From an optimization exercise on the open Yosys and OpenROAD flow, aimed at small area and a short achievable clock period; shortcuts taken in it are not production practice. In this exercise RTL edits were held to simulation tests only and were not proved equivalent to the original. Power figures rest on the tool's default switching activity, not on a simulated workload.

## FIR
module FIR(Dout, Din, clk, reset);
output	[17:0]	Dout;
input 	[7:0] 	Din;
input 		clk, reset;
reg [7:0] h1, h2, h3, h4, h5, h6, h7;
reg [15:0] R;
wire s1, c1;
HA u1 (.a(h2[0]), .b(h4[0]), .s(s1), .co(c1));
wire s2, c2;
FA u2 (.a(h2[1]), .b(h4[1]), .c(c1), .s(s2), .co(c2));
wire s3, c3;
FA u3 (.a(h2[2]), .b(h4[2]), .c(c2), .s(s3), .co(c3));
wire s4, c4;
FA u4 (.a(h2[3]), .b(h4[3]), .c(c3), .s(s4), .co(c4));
wire s5, c5;
FA u5 (.a(h2[4]), .b(h4[4]), .c(c4), .s(s5), .co(c5));
wire s6, c6;
FA u6 (.a(h2[5]), .b(h4[5]), .c(c5), .s(s6), .co(c6));
wire s7, c7;
FA u7 (.a(h2[6]), .b(h4[6]), .c(c6), .s(s7), .co(c7));
wire s8, c8;
FA u8 (.a(h2[7]), .b(h4[7]), .c(c7), .s(s8), .co(c8));
wire s9, c9;
HA u9 (.a(s1), .b(h3[0]), .s(s9), .co(c9));
wire s10, c10;
FA u10 (.a(s2), .b(h3[1]), .c(c9), .s(s10), .co(c10));
wire s11, c11;
FA u11 (.a(s3), .b(h3[2]), .c(c10), .s(s11), .co(c11));
wire s12, c12;
FA u12 (.a(s4), .b(h3[3]), .c(c11), .s(s12), .co(c12));
wire s13, c13;
FA u13 (.a(s5), .b(h3[4]), .c(c12), .s(s13), .co(c13));
wire s14, c14;
FA u14 (.a(s6), .b(h3[5]), .c(c13), .s(s14), .co(c14));
wire s15, c15;
FA u15 (.a(s7), .b(h3[6]), .c(c14), .s(s15), .co(c15));
wire s16, c16;
FA u16 (.a(s8), .b(h3[7]), .c(c15), .s(s16), .co(c16));
wire s17, c17;
HA u17 (.a(c8), .b(c16), .s(s17), .co(c17));
wire s18, c18;
FA u18 (.a(h6[0]), .b(h7[0]), .c(Din[0]), .s(s18), .co(c18));
wire n19 = ~s1;
wire s20, c20;
FA u20 (.a(h6[1]), .b(h7[1]), .c(n19), .s(s20), .co(c20));
wire s21, c21;
FA u21 (.a(s20), .b(Din[1]), .c(c18), .s(s21), .co(c21));
wire n22 = ~h6[2];
wire s23, c23;
FA u23 (.a(h3[0]), .b(h7[2]), .c(n22), .s(s23), .co(c23));
wire n24 = ~s2;
wire s25, c25;
FA u25 (.a(s23), .b(n24), .c(c20), .s(s25), .co(c25));
wire s26, c26;
FA u26 (.a(s25), .b(Din[2]), .c(c21), .s(s26), .co(c26));
wire s27, c27;
FA u27 (.a(h6[3]), .b(h3[1]), .c(h7[3]), .s(s27), .co(c27));
wire s28, c28;
FA u28 (.a(h6[2]), .b(s27), .c(c23), .s(s28), .co(c28));
wire n29 = ~s28;
wire s30, c30;
FA u30 (.a(h7[0]), .b(n29), .c(s3), .s(s30), .co(c30));
wire n31 = ~s30;
wire s32, c32;
  ...
Size: roughly 72 flip-flops.
export LEC_CHECK = 0
export ABC_CLOCK_PERIOD_IN_PS = 2000
export CAP_MARGIN = 20
export CORE_MARGIN = 2
export CORE_UTILIZATION = 75
export SLEW_MARGIN = 20
export SYNTH_HIERARCHICAL = 1
create_clock -name core_clock -period 13.0 [get_ports {clk}]
standard.sh (not shown) runs the stock make flow with config.mk's settings and CLKGATE_MAP_FILE= SYNTH_SCRIPT=/design/flow/synth_recipe.tcl, a recipe that flattens the netlist after the stock synthesis.
==> flow/flow/run.sh <==
#!/bin/bash
# Layout flow: the standard flow (standard.sh), with its standard synthesis
# unchanged, then the layout steps with a larger setup margin for repair_timing,
# faster port buffers and a smaller clock tree. Each step's full output goes to
# a log in this folder.
set -euo pipefail
bash standard.sh synth > log_synth.txt 2>&1
bash standard.sh SETUP_SLACK_MARGIN=5.5 \
  "BUFFER_PORTS_ARGS=-buffer_cell sky130_fd_sc_hd__buf_2" \
  "CTS_ARGS=-sink_clustering_enable -repair_clock_nets -dont_use_dummy_load -buf_list sky130_fd_sc_hd__clkbuf_8 -sink_clustering_size 36 -sink_clustering_max_diameter 100" \
  finish > log_layout.txt 2>&1
The baseline ran to the end with no violations.
Rerun with:
--- a/flow/flow/run.sh
+++ b/flow/flow/run.sh
@@ -10 +10 @@
-  "CTS_ARGS=-sink_clustering_enable -repair_clock_nets -dont_use_dummy_load -buf_list sky130_fd_sc_hd__clkbuf_8 -sink_clustering_size 36 -sink_clustering_max_diameter 100" \
+  "CTS_ARGS=-repair_clock_nets -dont_use_dummy_load -buf_list sky130_fd_sc_hd__clkbuf_8 -wire_unit 200" \
CORE_UTILIZATION = 65   (was 75)
After rerunning: Register-to-register slack improves by 90 ps. Setup slack improves by 9.3 ps. Critical path depth goes up by 1. Global-route usage goes down by 7.3 points. Clock skew goes up by 7.0 ps. Cell count goes up by 4.4%. Die area goes up by about 15%. Synthesized cell count does not change. Non-clock buffer count stays the same. Wire length goes down by about 14%. Sequential share of layout area goes down by 0.17 points.
Rerun with:
--- a/flow/flow/run.sh
+++ b/flow/flow/run.sh
@@ -10 +10 @@
-  "CTS_ARGS=-repair_clock_nets -dont_use_dummy_load -buf_list sky130_fd_sc_hd__clkbuf_8 -wire_unit 200" \
+  "CTS_ARGS=-repair_clock_nets -dont_use_dummy_load -buf_list sky130_fd_sc_hd__clkbuf_8 -root_buf sky130_fd_sc_hd__clkbuf_16 -distance_between_buffers 200 -branching_point_buffers_distance 200" \
Effect: Design area went up slightly. Routed wire length rose by a few percent. Cell count stays the same. Clock skew fell by 14 ps. Die area stays the same. Fmax stays flat. Power increases by a little under a tenth. Critical path depth stays the same. Hold slack gets better by 5.9 ps. Global-route usage came out higher by 1.0 points. Non-clock buffer count is unchanged.
Rerun with:
--- a/flow/flow/run.sh
+++ b/flow/flow/run.sh
@@ -10 +10 @@
-  "CTS_ARGS=-repair_clock_nets -dont_use_dummy_load -buf_list sky130_fd_sc_hd__clkbuf_8 -root_buf sky130_fd_sc_hd__clkbuf_16 -distance_between_buffers 200 -branching_point_buffers_distance 200" \
+  "CTS_ARGS=-sink_clustering_enable -repair_clock_nets -dont_use_dummy_load -buf_list sky130_fd_sc_hd__clkbuf_8 -sink_clustering_size 72 -sink_clustering_max_diameter 1000 -sink_clustering_levels 1" \
Final area falls by 1.9%.
Worst setup slack barely changes.
Via count went down by 0.63%.
First-iteration DRC count rises by 0.95%.
Total power falls by 7.1%.
Wire length shrinks by 4.4%.
Count of clock-buffer cells in the layout is unchanged.
Rerun with:
--- a/flow/flow/run.sh
+++ b/flow/flow/run.sh
@@ -10 +10 @@
-  "CTS_ARGS=-sink_clustering_enable -repair_clock_nets -dont_use_dummy_load -buf_list sky130_fd_sc_hd__clkbuf_8 -sink_clustering_size 72 -sink_clustering_max_diameter 1000 -sink_clustering_levels 1" \
+  "CTS_ARGS=-repair_clock_nets -dont_use_dummy_load -buf_list sky130_fd_sc_hd__clkbuf_8 -root_buf sky130_fd_sc_hd__clkbuf_8 -sink_clustering_enable -sink_clustering_size 20 -sink_clustering_max_diameter 60 -sink_clustering_buffer sky130_fd_sc_hd__clkbuf_4" \
Effect: Count of clock-buffer cells in the layout stays the same; worst hold slack stays the same; final area does not change; via count does not change; total power is unchanged; area after synthesis stays the same; global-route usage stays the same; critical path depth is unchanged; worst setup slack is unchanged; non-clock buffer count stays the same.

[afterwards: timing with drivers on the ports]
The results above use ideal ports. As a check the final layouts listed here were re-extracted and re-timed, cells and wires unchanged.
Step 1: set_driving_cell puts a clkbuf_16 on clk and a buf_2 on each other input, an assumption about the parent block.
Step 2, shift: input delay + t, output delay - t, t = (earliest + latest rising clock arrival at the registers) / 2. This alone moves slack from input paths to output paths.
Slacks: ideal / step 1 / step 2; pairs: ideal / step 1.
run	shift t [ns]	setup WS [ns]	worst setup path at the end	clock arrival spread, ns
the first run	0.363	5.639 / 5.619 / 5.619	input to output	0.037 / 0.038
the second run	0.356	5.649 / 5.626 / 5.626	input to output	0.044 / 0.044
the third run	0.350	5.649 / 5.626 / 5.626	input to output	0.030 / 0.030
the fourth run	0.356	5.649 / 5.626 / 5.626	input to output	0.044 / 0.044
the fifth run	0.356	5.649 / 5.626 / 5.626	input to output	0.044 / 0.044
After both steps setup and hold are still met in every run listed.
